This design comes from an exercise in tuning for small area on the open sky130 flow, not from production work.
The RTL was checked by simulation tests, not by an equivalence proof against the original design.
Power is estimated from default activity; no workload was simulated.

### flow/config.mk
export PLATFORM = sky130hd
export DESIGN_NAME = cpu
export DESIGN_NICKNAME = cpu
export VERILOG_FILES = /design/flow/design.v
export SDC_FILE = /design/flow/constraint.sdc
export NUM_CORES = 4
export LEC_CHECK = 0
export CAP_MARGIN = 5
export CORE_MARGIN = 2
export CORE_UTILIZATION = 60
export SLEW_MARGIN = 5
export SYNTH_HIERARCHICAL = 1
### flow/constraint.sdc
create_clock -name core_clock -period 8.0 [get_ports {clk}]
set_input_delay 1.6000 -clock core_clock [delete_from_list [all_inputs] [get_ports {clk}]]
set_output_delay 1.6000 -clock core_clock [all_outputs]
set_load 0.01 [all_outputs]
### flow/design.v
`timescale 1ns / 1ps
module cpu(
    input clk,
    input reset,
    input  [46:0] instr,    
    output [9:0]  pc,
    output        dwe,      
    output [4:0]  dwaddr,
    output [31:0] dwdata
);
localparam LOAD = 4'd1, INCR = 4'd2, DECR = 4'd3, CHCKPOL = 4'd4, FINDSTRT = 4'd5,
           JMPF = 4'd6, JMP = 4'd7, CMPR = 4'd8, WRTRES = 4'd9;
wire [4:0] op_in = instr[46:42];
wire       op_ok = ~op_in[4] & ~(op_in[3] & (op_in[2] | op_in[1]));
reg  [3:0]  op1, op2;
reg  [36:0] p1, p2;
always @(posedge clk) begin
    op1 <= (op_ok & ~reset) ? op_in[3:0] : 4'd0;
    op2 <= reset ? 4'd0 : op1;
    p1  <= {instr[36:5], instr[43] ? instr[41:37] : instr[4:0]};
    p2  <= p1;
end
reg  [31:0] mem [0:31];
reg  [31:0] big;             
reg        we3, take3;
reg [4:0]  waddr3;
reg [31:0] data3;
reg         rst_d;
always @(posedge clk)
    rst_d <= reset;
wire [31:0] wd     = data3;
wire        wd_big = |data3[31:5];
genvar w;
generate
    for (w = 0; w < 32; w = w + 1) begin : g_mem
        wire en = rst_d | (we3 & (waddr3 == w));
        always @(posedge clk)
            if (en) begin
                mem[w] <= wd;
                big[w] <= wd_big;
            end
    end
endgenerate
genvar b;
wire [4:0] ra1 = p2[36:32];
wire [4:0] ra2 = p2[26:22];
wire [4:0] ra3 = p2[16:12];
wire [31:0] s1, s2, s3;
genvar w2;
generate
    for (w2 = 0; w2 < 32; w2 = w2 + 1) begin : g_sel
        assign s1[w2] = (ra1 == w2);
        assign s2[w2] = (ra2 == w2);
        assign s3[w2] = (ra3 == w2);
    end
endgenerate
wire [31:0] col [0:32];
generate
    for (b = 0; b < 32; b = b + 1) begin : g_col
        for (w2 = 0; w2 < 32; w2 = w2 + 1) begin : g_w
            assign col[b][w2] = mem[w2][b];
        end
    end
    for (w2 = 0; w2 < 32; w2 = w2 + 1) begin : g_wbig
        assign col[32][w2] = big[w2];
    end
endgenerate
wire [31:0] A, B;
wire [4:0]  C;
wire        bigC;
generate
    for (b = 0; b < 32; b = b + 1) begin : g_rd
        rd_or32 u_a (.s(s1), .d(col[b]), .y(A[b]));
        rd_or32 u_b (.s(s2), .d(col[b]), .y(B[b]));
        if (b < 5) begin : g_c
            rd_or32 u_c (.s(s3), .d(col[b]), .y(C[b]));
        end
    end
endgenerate
rd_or32 u_bigc (.s(s3), .d(col[32]), .y(bigC));
wire bigB   = |B[31:5];
wire sel_ab, sel_ac;
bitsel32 u_selab (.a(A), .i(B[4:0]), .y(sel_ab));
bitsel32 u_selac (.a(A), .i(C),      .y(sel_ac));
wire bit_ab = ~bigB & sel_ab;
wire bit_ac = ~bigC & sel_ac;
wire is_inc  = (op2 == INCR);
wire is_dec  = (op2 == DECR);
wire is_wr   = (op2 == WRTRES);
wire a_le_b;
cmple32 u_cmp (.a(A), .b(B), .le(a_le_b));
wire [31:0] incdec;
incdec32 u_incdec (.a(A), .dec(is_dec), .y(incdec));
reg flag_f, flag_is_pol;
always @(posedge clk) begin
    if (reset) begin
        flag_f      <= 1'b0;
        flag_is_pol <= 1'b1;
    end else begin
        if (op2 == FINDSTRT) flag_f <= bit_ab;
        if (op2 == CMPR)     flag_f <= a_le_b;
        if (op2 == CHCKPOL && bit_ab != bit_ac) flag_is_pol <= 1'b0;
    end
end
wire d3_id   = (is_inc | is_dec) & ~reset;
wire d3_zero = is_wr | reset;
wire d3_pol  = is_wr & flag_is_pol & ~reset;
always @(posedge clk) begin
    we3    <= ~reset & (op2 == LOAD || is_inc || is_dec || is_wr);
    take3  <= ~reset & (op2 == JMP || (op2 == JMPF && flag_f));
    waddr3 <= p2[36:32];
    data3  <= d3_id   ? incdec :
              d3_zero ? {31'd0, d3_pol} :
                        p2[31:0];
end
reg [9:0] pc_r;
always @(posedge clk)
    if (reset)
        pc_r <= 10'd0;
    else if (take3)
        pc_r <= {data3[4:0], waddr3};
    else
        pc_r <= pc_r + 10'd1;
assign pc     = pc_r;
assign dwe    = we3;
assign dwaddr = waddr3;
assign dwdata = data3;
endmodule
module rd_or32(input [31:0] s, input [31:0] d, output y);
wire [9:0] g;
genvar i;
generate
    for (i = 0; i < 10; i = i + 1) begin : g_aoi
        rd_aoi222 u (.a0(s[3*i]), .b0(d[3*i]), .a1(s[3*i+1]), .b1(d[3*i+1]),
                     .a2(s[3*i+2]), .b2(d[3*i+2]), .y(g[i]));
    end
endgenerate
wire h0, h1, h2, h;
rd_nand4 u_n0 (.a(g[0]), .b(g[1]), .c(g[2]), .d(g[3]), .y(h0));
rd_nand4 u_n1 (.a(g[4]), .b(g[5]), .c(g[6]), .d(g[7]), .y(h1));
rd_nand2 u_n2 (.a(g[8]), .b(g[9]), .y(h2));
rd_or3 u_or (.a(h0), .b(h1), .c(h2), .y(h));
rd_ao221 u_last (.a0(s[30]), .b0(d[30]), .a1(s[31]), .b1(d[31]), .c(h), .y(y));
endmodule
module rd_aoi222(input a0, b0, a1, b1, a2, b2, output y);
assign y = ~((a0 & b0) | (a1 & b1) | (a2 & b2));
endmodule
module rd_ao221(input a0, b0, a1, b1, c, output y);
assign y = (a0 & b0) | (a1 & b1) | c;
endmodule
module rd_or3(input a, b, c, output y);
assign y = a | b | c;
endmodule
module rd_nand2(input a, b, output y);
assign y = ~(a & b);
endmodule
module rd_nand4(input a, b, c, d, output y);
assign y = ~(a & b & c & d);
endmodule
module incdec32(input [31:0] a, input dec, output [31:0] y);
wire [31:0] x, nx;       
wire [32:0] k;           
wire [3:0]  all;         
wire [3:0]  cin;
genvar i;
generate
    for (i = 0; i < 32; i = i + 1) begin : g_x
        if (i % 2 == 0) begin : g_e
            g_xor2 u_x (.a(a[i]), .b(dec), .y(x[i]));
        end else begin : g_o
            g_xnor2 u_x (.a(a[i]), .b(dec), .y(nx[i]));
            assign x[i] = ~nx[i];
        end
    end
    for (i = 0; i < 4; i = i + 1) begin : g_blk
        wire n0, n1;
        g_nand4 u_n0 (.a(x[8*i]), .b(x[8*i+1]), .c(x[8*i+2]), .d(x[8*i+3]), .y(n0));
        g_nand4 u_n1 (.a(x[8*i+4]), .b(x[8*i+5]), .c(x[8*i+6]), .d(x[8*i+7]), .y(n1));
        g_nor2 u_all (.a(n0), .b(n1), .y(all[i]));
    end
endgenerate
assign cin[0] = 1'b1;
assign cin[1] = all[0];
assign cin[2] = all[0] & all[1];
assign cin[3] = all[0] & all[1] & all[2];
generate
    for (i = 0; i < 32; i = i + 1) begin : g_c
        if (i % 8 == 0) begin : g_start
            assign k[i] = cin[i/8];
        end
        if (i == 0) begin : g_0
            g_xnor2 u_c (.a(a[0]), .b(dec), .y(k[1]));
            assign y[0] = ~a[0];
        end else if (i % 2 == 0) begin : g_e
            g_nand2 u_c (.a(k[i]), .b(x[i]), .y(k[i+1]));
            g_xor2 u_y (.a(a[i]), .b(k[i]), .y(y[i]));
        end else begin : g_o
            if (i % 8 != 7) begin : g_n
                g_nor2 u_c (.a(k[i]), .b(nx[i]), .y(k[i+1]));
            end
            g_xnor2 u_y (.a(a[i]), .b(k[i]), .y(y[i]));
        end
    end
endgenerate
endmodule
module cmple32(input [31:0] a, input [31:0] b, output le);
wire [31:0] na;
wire [16:0] cl, ch;
wire [7:0]  npr;         
genvar i;
generate
    for (i = 0; i < 32; i = i + 1) begin : g_na
        g_inv u (.a(a[i]), .y(na[i]));
    end
    for (i = 0; i < 16; i = i + 1) begin : g_bit
        if (i == 0) begin : g_0
            g_or2  u_l (.a(b[0]), .b(na[0]), .y(cl[1]));
            g_and2 u_h (.a(b[16]), .b(na[16]), .y(ch[1]));
        end else begin : g_n
            g_maj3 u_l (.a(b[i]), .b(na[i]), .c(cl[i]), .y(cl[i+1]));
            g_maj3 u_h (.a(b[16+i]), .b(na[16+i]), .c(ch[i]), .y(ch[i+1]));
        end
    end
    for (i = 0; i < 8; i = i + 1) begin : g_p
        g_oai22 u_p (.a0(b[16+2*i]), .a1(na[16+2*i]), .b0(b[17+2*i]), .b1(na[17+2*i]), .y(npr[i]));
    end
endgenerate
assign le = ch[16] | (~|npr & cl[16]);
endmodule
module g_and2(input a, b, output y);
assign y = a & b;
endmodule
module g_oai22(input a0, a1, b0, b1, output y);
assign y = ~((a0 | a1) & (b0 | b1));
endmodule
module g_inv(input a, output y);
assign y = ~a;
endmodule
module g_or2(input a, b, output y);
assign y = a | b;
endmodule
module g_maj3(input a, b, c, output y);
assign y = (a & b) | (a & c) | (b & c);
endmodule
module bitsel32(input [31:0] a, input [4:0] i, output y);
wire [7:0] l1;
wire [1:0] l2;
genvar j;
generate
    for (j = 0; j < 8; j = j + 1) begin : g_l1
        g_mux4 u (.d(a[4*j+3:4*j]), .s(i[1:0]), .y(l1[j]));
    end
    for (j = 0; j < 2; j = j + 1) begin : g_l2
        g_mux4 u (.d(l1[4*j+3:4*j]), .s(i[3:2]), .y(l2[j]));
    end
endgenerate
assign y = i[4] ? l2[1] : l2[0];
endmodule
module g_mux4(input [3:0] d, input [1:0] s, output y);
assign y = d[s];
endmodule
module g_xor2(input a, b, output y);
assign y = a ^ b;
endmodule
module g_xnor2(input a, b, output y);
assign y = ~(a ^ b);
endmodule
module g_nand2(input a, b, output y);
assign y = ~(a & b);
endmodule
module g_nor2(input a, b, output y);
assign y = ~(a | b);
endmodule
module g_nand4(input a, b, c, d, output y);
assign y = ~(a & b & c & d);
endmodule
### flow/flow/run.sh
#!/bin/bash
# Standard ORFS layout (the standard.sh), with these changes:
#  - CTS with larger sink clusters, clkbuf_16 only, and no dummy loads
#  - port buffers of the smallest buffer cell
set -euo pipefail
CTS_ARGS="-sink_clustering_enable -repair_clock_nets -dont_use_dummy_load -sink_clustering_size 30 -sink_clustering_max_diameter 80 -buf_list sky130_fd_sc_hd__clkbuf_16"
bash standard.sh "CTS_ARGS=$CTS_ARGS" \
  "BUFFER_PORTS_ARGS=-buffer_cell sky130_fd_sc_hd__buf_1" \
  finish > make_finish.log 2>&1
### flow/standard.sh
#!/bin/bash
# synth_recipe.tcl (not shown) runs the flow's synth.tcl, then flattens the netlist and writes it again
# the make line also repeats each setting of config.mk as NAME=value (left out here)
make -C /OpenROAD-flow-scripts/flow DESIGN_CONFIG=/design/flow/config.mk WORK_HOME=/design/flow/orfs CLKGATE_MAP_FILE= SYNTH_SCRIPT=/design/flow/synth_recipe.tcl "${@:-finish}"
==> flow_summary.json, run 1 <==
{
  "synth_seq_cells": 1190,
  "holdBufCountCts": 0,
  "core-area_um2": 78740,
  "p_switching_w": 0.002895,
  "grt_max_degree": 35,
  "outcome": "finished clean",
  "synth.top_cell.area_share_pct": 66.72,
  "hp-class": "reg -> reg",
  "rows": 103,
  "final_nets": 3228,
  "die_w_um": 285.4,
  "synth.most_common_cell": "edfxtp_1",
  "fin_area_um2": 52740,
  "synthesis.area_um2": 47530,
  "pwr-share-clk_pct": 25.0,
  "power_w": 0.01164,
  "use_met2_pct": 61.81,
  "required_ns": 8.50,
  "yosys_warnings": 9,
  "h-tree-depth": 2,
  "holdPathStages": 0,
  "period_needed_ns": 7.885,
  "cts_sinks": 1190,
  "cp.arrival_ns": 8.39,
  "cts-buffers-inserted": 50,
  "p_leak_nw": 18.01,
  "cts_tree": "done",
  "use_met1_pct": 56.10,
  "hold_viol": 0,
  "final_max_slew_viol_count": 0,
  "setup_viol": 0,
  "dpl.hpwl_um": 110700,
  "hp-start": "p1[36]",
  "crit_type": "reg -> reg",
  "cts-root-buf": "clkbuf_16",
  "start_util_pct": 60.36,
  "hold_path_end": "p2[36]",
  "r2r_start": "p2[23]",
  "combPwrFrac_pct": 11.1,
  "avgRoutedWirePerCell_um": 41.47,
  "place.gp.congestion": 1.049,
  "die_y_um": 285.4,
  "synthTopCellsByCount": "edfxtp_1, a222oi_1, nand4_1, nor2_1, dfxtp_1",
  "met3_usage_pct": 11.40,
  "cp-startpoint": "p2[23]",
  "firstDrtPassIters": 19,
  "grtUsageTotal_pct": 42.20,
  "synth-seq-area-share_pct": 72.37,
  "cp_common_cell": "maj3_2",
  "synth.distinct_cells": 56,
  "io_buffer_count": 96,
  "period_share_pct": 98.56,
  "worstSetupStartpointType": "flip-flop",
  "drv_cap": 0,
  "syn_inst": 2820,
  "drt_iter0_drc": 9369,
  "fin_worst_skew_ns": 0.06376,
  "grt_pass1_vias": 34270,
  "dp_cells": 4172,
  "syn_nets": 2870,
  "slew_headroom_pct": 12.13,
  "switching_share_pct": 24.87,
  "vias": 35740,
  "path_max_fanout": 8,
  "syn_area_per_cell_um2": 16.85,
  "wl_um": 175300,
  "ir_worst_vdd_v": 0.0002647,
  "reg2regPathDepth": 27,
  "crit_path_end_kind": "flip-flop",
  "synth.area.top_cells": "edfxtp_1, a222oi_1, dfxtp_1",
  "timing.rr.end": "flag_f",
  "antenna_found_initial": 5,
  "worst_pin_slew_ns": 1.318,
  "syn2layout_area_growth_pct": 10.97,
  "synth_top_area_cell": "edfxtp_1",
  "cpPeakStageDelay_ns": 0.46,
  "regToRegSetupSlack_ns": 0.12,
  "rsz0062_at_grt": "yes",
  "grt-busiest-layer": "met2",
  "synthArstFlopShare_pct": 0,
  "setup_tns_ns": 0,
  "drtAntennaViolNets": 0,
  "io_pins": 97,
  "dominantRegCellSynth": "edfxtp_1",
  "max_clock_freq_mhz": 126.8,
  "synth_edf_count": 1056,
  "drive_gt1_share_pct": 14.77,
  "clock_path_buffers": 3,
  "slowest_stage": "or3_1",
  "overflow": 0,
  "clk_pin_slew_ns": 0.11,
  "drc": 0,
  "pre_cts_slack_ns": -0.06679,
  "internal_power_w": 0.008743,
  "layout_setup_ws_ns": 0.1152,
  "clkLatencyLatePin_ns": 0.66,
  "p_per_area_nw_per_um2": 220.7,
  "placed_area_um2": 51390,
  "layout.cells.non_filler": 4228,
  "dieArea_um2": 81480,
  "viasPerCell": 8.453,
  "grt_pass1_wl_um": 245500,
  "p_seq_share_pct": 63.9
}
## metal layers
| layer | part of all wire [%] | up-vias |
|---|---|---|
| met3 | 16 | 735 |
| met1 | 33 | 17450 |
| li1 | - | 13920 |
| met5 | 0.026 | - |
| met4 | 8.5 | 6 |
| met2 | 43 | 3629 |
## flip-flops by register name, summed over array words and instances (netlist names)
name         count
big             32
data3           32
flag_f           1
flag_is_pol      1
mem           1024
op1              4
op2              4
p1              37
p2              37
pc_r            10
rst_d            1
take3            1
waddr3           5
we3              1
## cell type report
type,count,area [um^2]
Antenna cell,2,5.005
Clock buffer,50,1251
Fill cell,5389,26000
Inverter,50,187.7
Multi-Input combinational cell,1548,13330
Sequential cell,1190,34400
Tap cell,1050,1314
Timing Repair Buffer,338,2247
## how the worst max path moves through the flow
stage / end / depth (start not counted) / slack, ns
6_report: flag_f / 27 / 0.12
5_1_grt: flag_f / 28 / -0.01
4_1_cts: flag_f / 28 / 0.06
3_5_place_dp: flag_f / 27 / -0.07
3_3_place_gp: flag_f / 27 / -0.03
2_1_floorplan: flag_f / 27 / 0.005
## cells in the final DEF, fill, tap and decap left out, drive strengths merged, types with 4 or more instances in the layout
cell	count
or3	75
nand3b	9
nand3	11
nor2b	7
mux2	7
and3	5
xor2	34
maj3	30
a211oi	6
a221o	70
a222oi	700
nor3	11
o31ai	7
a22o	31
nand2b	9
inv	49
nand2	121
clkbuf	50
mux4	20
and2	4
dfxtp	134
nor2	137
a21o	4
nand4	149
nor4	13
xnor2	35
buf	338
o21ai	13
o22ai	8
or2	4
or3b	8
edfxtp	1056
## Yosys stat by module, one instance, submodules excluded, excerpt
| module | copies in the design | cells inside | cell area [um^2] | flops+latches |
|---|---|---|---|---|
| cpu | 1 | 1558 | 36440 | 1190 |
| cmple32 | 1 | 4 | 32.53 | 0 |
| rd_aoi222 | 700 | 1 | 10.01 | 0 |
| g_xnor2 | 32 | 1 | 8.758 | 0 |
| g_nand4 | 6 | 1 | 6.256 | 0 |
| rd_nand4 | 140 | 1 | 6.256 | 0 |
| g_inv | 32 | 1 | 3.754 | 0 |
## timing repair
item	CTS	global route
buffers inserted	1	3
setup endpoints to repair	1	1
pin swaps	1	30
gates resized for setup	3	17
## through the flow
stage                     hold slack [ns]  util (%)
after floorplan                    0.3096         -
after global placement             0.3103     65.26
after detailed placement           0.3138     65.26
after CTS                          0.3286     66.87
after global routing               0.3337     66.97
final                              0.3321     66.98
## power by group through the flow
stage	sequential (W)	combinational [W]	clock (W)
after global placement	0.00753	0.00122	0
final	0.00744	0.00129	0.00291
after global routing	0.00746	0.00133	0.00311
after detailed placement	0.00755	0.00124	0
after floorplan	0.00752	0.000642	0
after CTS	0.00742	0.00124	0.00291
## cell families (layout without fill, tap and decap cells)
kind of cell,after synthesis,after routing,synth area share (%)
adders and majority gates,31,31,0.7371
other,0,2,0
muxes,29,29,1.172
and+or+nand+nor,570,570,6.282
buffers and inverters,82,438,0.7108
AOI/OAI and AO/OA,849,849,17.46
xor gates and xnor gates,69,69,1.272
DFF,1190,1190,72.37
## critical path: cells and delay by family (launching register included)
family / cells / cell delay [ns]
DFF: 1 / 0.36
adders and majority gates: 15 / 4.76
buffers and inverters: 3 / 0.42
AOI/OAI and AO/OA: 5 / 1.26
and+or+nand+nor: 4 / 0.97
==> run 2: changes to the inputs <==
--- a/flow/design.v
+++ b/flow/design.v
@@ -205,27 +205,38 @@
 endmodule
 module cmple32(input [31:0] a, input [31:0] b, output le);
 wire [31:0] na;
-wire [16:0] cl, ch;
-wire [7:0]  npr;         
-genvar i;
+wire [3:0]  gen;         
+wire [3:1]  pass;        
+genvar i, j;
 generate
     for (i = 0; i < 32; i = i + 1) begin : g_na
         g_inv u (.a(a[i]), .y(na[i]));
     end
-    for (i = 0; i < 16; i = i + 1) begin : g_bit
-        if (i == 0) begin : g_0
-            g_or2  u_l (.a(b[0]), .b(na[0]), .y(cl[1]));
-            g_and2 u_h (.a(b[16]), .b(na[16]), .y(ch[1]));
-        end else begin : g_n
-            g_maj3 u_l (.a(b[i]), .b(na[i]), .c(cl[i]), .y(cl[i+1]));
-            g_maj3 u_h (.a(b[16+i]), .b(na[16+i]), .c(ch[i]), .y(ch[i+1]));
-        end
-    end
-    for (i = 0; i < 8; i = i + 1) begin : g_p
-        g_oai22 u_p (.a0(b[16+2*i]), .a1(na[16+2*i]), .b0(b[17+2*i]), .b1(na[17+2*i]), .y(npr[i]));
-    end
-endgenerate
-assign le = ch[16] | (~|npr & cl[16]);
+    for (i = 0; i < 4; i = i + 1) begin : g_blk
+        wire [8:0] c;
+        wire [3:0] np;
+        for (j = 0; j < 8; j = j + 1) begin : g_bit
+            if (j == 0 && i == 0) begin : g_0
+                g_or2 u (.a(b[0]), .b(na[0]), .y(c[1]));
+            end else if (j == 0) begin : g_z
+                g_and2 u (.a(b[8*i]), .b(na[8*i]), .y(c[1]));
+            end else begin : g_m
+                g_maj3 u (.a(b[8*i+j]), .b(na[8*i+j]), .c(c[j]), .y(c[j+1]));
+            end
+        end
+        if (i > 0) begin : g_pass
+            for (j = 0; j < 4; j = j + 1) begin : g_p
+                g_oai22 u (.a0(b[8*i+2*j]), .a1(na[8*i+2*j]), .b0(b[8*i+2*j+1]), .b1(na[8*i+2*j+1]), .y(np[j]));
+            end
+            assign pass[i] = ~|np;
+        end
+        assign gen[i]  = c[8];
+    end
+endgenerate
+wire c8  = gen[0];
+wire c16 = gen[1] | (pass[1] & c8);
+wire c24 = gen[2] | (pass[2] & c16);
+assign le = gen[3] | (pass[3] & c24);
 endmodule
 module g_and2(input a, b, output y);
 assign y = a & b;
==> run 2 against run 1 <==
Critical path type unchanged. Final area fell by 1.4%. Wire length fell by 0.61%. Sequential share of layout area grew 0.92 points. Register-to-register slack gained 1.2 ns. Clock skew up 0.032 ns. Critical endpoint unchanged. Maximum frequency up 17%. Non-clock buffer count down 97. Global-route usage shrank 0.40 points. Via count shrank 1.2%. First-iteration DRC count rose by 8.2%. Hold slack improved by 0.0030 ns.
==> flow_summary.json, run 2 <==
{
  "outcome": "finished clean",
  "synthesis.area_um2": 47570,
  "muxShareOfSynthArea_pct": 1.171,
  "synthArstFlopShare_pct": 0,
  "synthTopCellsByCount": "edfxtp_1, a222oi_1, nand4_1, nor2_1, dfxtp_1",
  "io_pins": 97,
  "clkLatencyLatePin_ns": 0.68,
  "core-area_um2": 78740,
  "drive_gt1_share_pct": 11.69,
  "grtUsageTotal_pct": 41.81,
  "wl_um": 174300,
  "crit_path_end_kind": "flip-flop",
  "final_cell_mix": "edfxtp_1, a222oi_1, nand4_1, buf_4, dfxtp_1",
  "path_max_fanout": 19,
  "vias": 35300,
  "cpLargestDelayFamily": "simple AND/OR/NAND/NOR gates",
  "synth.most_common_cell": "edfxtp_1",
  "place.gp.congestion": 0.9804,
  "syn2layout_area_growth_pct": 9.293,
  "io_buffer_count": 96,
  "drtAntennaViolNets": 0,
  "wl_met3_um": 24650,
  "drt-met1-wl_um": 55980,
  "hp-class": "reg -> reg",
  "synth.area.top_cells": "edfxtp_1, a222oi_1, dfxtp_1",
  "worstSetupStartpointType": "flip-flop",
  "drc": 0,
  "antenna_found_initial": 7,
  "cp-startpoint": "p2[32]",
  "required_ns": 8.53,
  "syn_area_per_cell_um2": 16.82,
  "dpl.hpwl_um": 113700,
  "pre_cts_slack_ns": 1.437,
  "die_w_um": 285.6,
  "regToRegSetupSlack_ns": 1.29,
  "synth_compound_area_share_pct": 17.50,
  "period_needed_ns": 6.711,
  "clk_pin_slew_ns": 0.11,
  "cp.arrival_ns": 7.24,
  "synth_fa_ha_area_share_pct": 0.6892,
  "holdBufCountCts": 0,
  "worst_pin_slew_ns": 1.306,
  "hp-start": "p1[12]",
  "fin_worst_skew_ns": 0.09602,
  "clock_path_buffers": 3,
  "crit_type": "reg -> reg",
  "dominantRegCellSynth": "edfxtp_1",
  "setup_tns_ns": 0,
  "top_layer": "met5",
  "cts_sinks": 1190,
  "slowest_stage": "nor2_2",
  "drv_cap": 0,
  "synth.top_cell.area_share_pct": 66.66,
  "synth_top_area_cell": "edfxtp_1",
  "n_fill_cell": 5423,
  "firstDrtPassIters": 14,
  "dieArea_um2": 81550,
  "layout_setup_ws_ns": 1.289,
  "synthSimpleGateAreaFrac_pct": 6.358,
  "p_per_area_nw_per_um2": 222.8,
  "grt_pass1_vias": 32950,
  "synth.distinct_cells": 56,
  "final_nets": 3139,
  "cts-root-buf": "clkbuf_16",
  "cpPeakStageDelay_ns": 0.64,
  "start_util_pct": 60.41,
  "rows": 103,
  "final_max_slew_viol_count": 0,
  "synth_xor_area_share_pct": 1.270,
  "synth_edf_count": 1056,
  "h-tree-depth": 2,
  "wl_met2_um": 78130,
  "die_y_um": 285.6,
  "reg_top3": "mem: 1024 flops, p1: 37 flops, p2: 37 flops",
  "grt_pass1_wl_um": 241800,
  "cts-resized-gates": 0,
  "r2r_start": "p2[32]",
  "cts_setup_buffers": 0,
  "top_register": "mem",
  "setup_viol": 0,
  "ir_worst_vdd_v": 0.0001913,
  "syn_nets": 2878,
  "rsz0062_at_grt": "no",
  "path_cells": "or3b_2, nor2_2, buf_4, a222oi_1, nand4_1, or3_1, a221o_1, inv_1, and2_1, maj3_2, maj3_2, maj3_2, maj3_2, maj3_2, maj3_2, maj3_2, or3_1, a21oi_2, nor3_2, o311ai_0, a21oi_1",
  "synth_top_family_by_area": "compound AO/OA/AOI/OAI gates",
  "viasPerCell": 8.523,
  "overflow": 0,
  "yosys_warnings": 9,
  "syn_inst": 2828,
  "cp_common_cell": "maj3_2",
  "slew_headroom_pct": 12.66,
  "largest_reg_flops": 1024,
  "grt_max_degree": 35,
  "path_buf_inv": 2,
  "cts-buffers-inserted": 50,
  "layout_commonest_cell": "edfxtp_1",
  "max_clock_freq_mhz": 149.0,
  "period_share_pct": 83.89,
  "synth_seq_cells": 1190,
  "drt_iter0_drc": 10140,
  "synth-seq-area-share_pct": 72.30,
  "avgRoutedWirePerCell_um": 42.07,
  "p_leak_nw": 17.48,
  "hold_viol": 0,
  "cts_tree": "done"
}
run 2: cell types whose count changed after synthesis, sizes merged:
cell and change:
a21oi +1, a31o -1, and2 +2, maj3 -2, nor3 +1, nor4 +3, nor4b -1, o22ai +4
or3 +1
run 2: cell families (layout without fill, tap and decap cells):
group	after synthesis	in the layout
adder cells (fa/ha/maj)	29	29
other	0	5
flip-flops	1190	1190
XOR/XNOR	69	69
buffers and inverters	82	341
AO/OA/AOI/OAI	853	853
AND/OR/NAND/NOR	576	576
multiplexers	29	29
run 2: stage by stage:
step	hold slack, ns	cell area [um^2]	total power [W]	util, %	cells
final	0.3351	51990	0.01158	66.02	4142
after global placement	0.3129	50720	0.008712	64.42	4087
after global routing	0.3427	51980	0.01184	66.01	4138
after CTS	0.3362	51970	0.01152	66.01	4137
after floorplan	0.3096	47570	0.008166	-	2828
after detailed placement	0.3121	50720	0.008749	64.42	4087
run 2: cell type report:
cell class	count	area, um^2	share of cell area [%]
repair buffers	241	1449	2.787
diodes	5	12.51	0.02407
flip-flops and latches	1190	34390	66.16
well taps	1050	1314	2.527
inverters	50	187.7	0.3610
clock buffers	50	1251	2.407
multi-input cells	1556	13380	25.74
run 2: path summary, 6_finish.rpt:
kind | endpoint | cells after the start
setup / recovery | flag_f | 21
hold reg to reg | p2[12] | 0
hold / removal | p2[12] | 0
setup reg to reg | flag_f | 21
run 2: per-layer routing:
metal,track usage [%],vias to the layer above
li1,-,13780
met1,55.54,17340
met2,64.08,3609
met3,6.699,574
met4,28.77,2
met5,0,-
run 2: modules after synthesis (local to each module, per instance), excerpt:
| module | copies in the design | area, um^2 |
|---|---|---|
| incdec32 | 1 | 61.31 |
| g_maj3 | 28 | 11.26 |
| rd_aoi222 | 700 | 10.01 |
| g_xor2 | 31 | 8.758 |
| g_and2 | 3 | 6.256 |
| rd_or3 | 70 | 6.256 |
| g_or2 | 1 | 6.256 |
| g_nand4 | 6 | 6.256 |
| g_nand2 | 15 | 3.754 |
| g_nor2 | 15 | 3.754 |
run 2: report_power, final:
part	switching, W	internal (W)
clock network	0.00179	0.00112
logic	0.000858	0.000395
registers	0.000231	0.00719
total	0.00288	0.00871

[separate check: timing with driven ports]
Ports are ideal in the flow. The routed layouts listed here were re-timed in OpenROAD. Step 1 assumes that a clkbuf_16 drives the clock port and a buf_2 every other input. Step 2, shift: input delay + t, output delay - t, t = (earliest + latest rising clock arrival at the registers) / 2. This alone moves slack from input paths to output paths. a / b / c = ideal ports / drivers / drivers and shift; a / b = the first two.
run | t, ns | setup WS [ns] | worst data-port slew with drivers (ns) | pins driven straight from the clock port
run 1 | 0.706 | 0.115 / 0.115 / 0.115 | 0.05 | 1
run 2 | 0.703 | 1.289 / 1.289 / 1.289 | 0.08 | 1
After both steps every run listed still meets setup and hold.
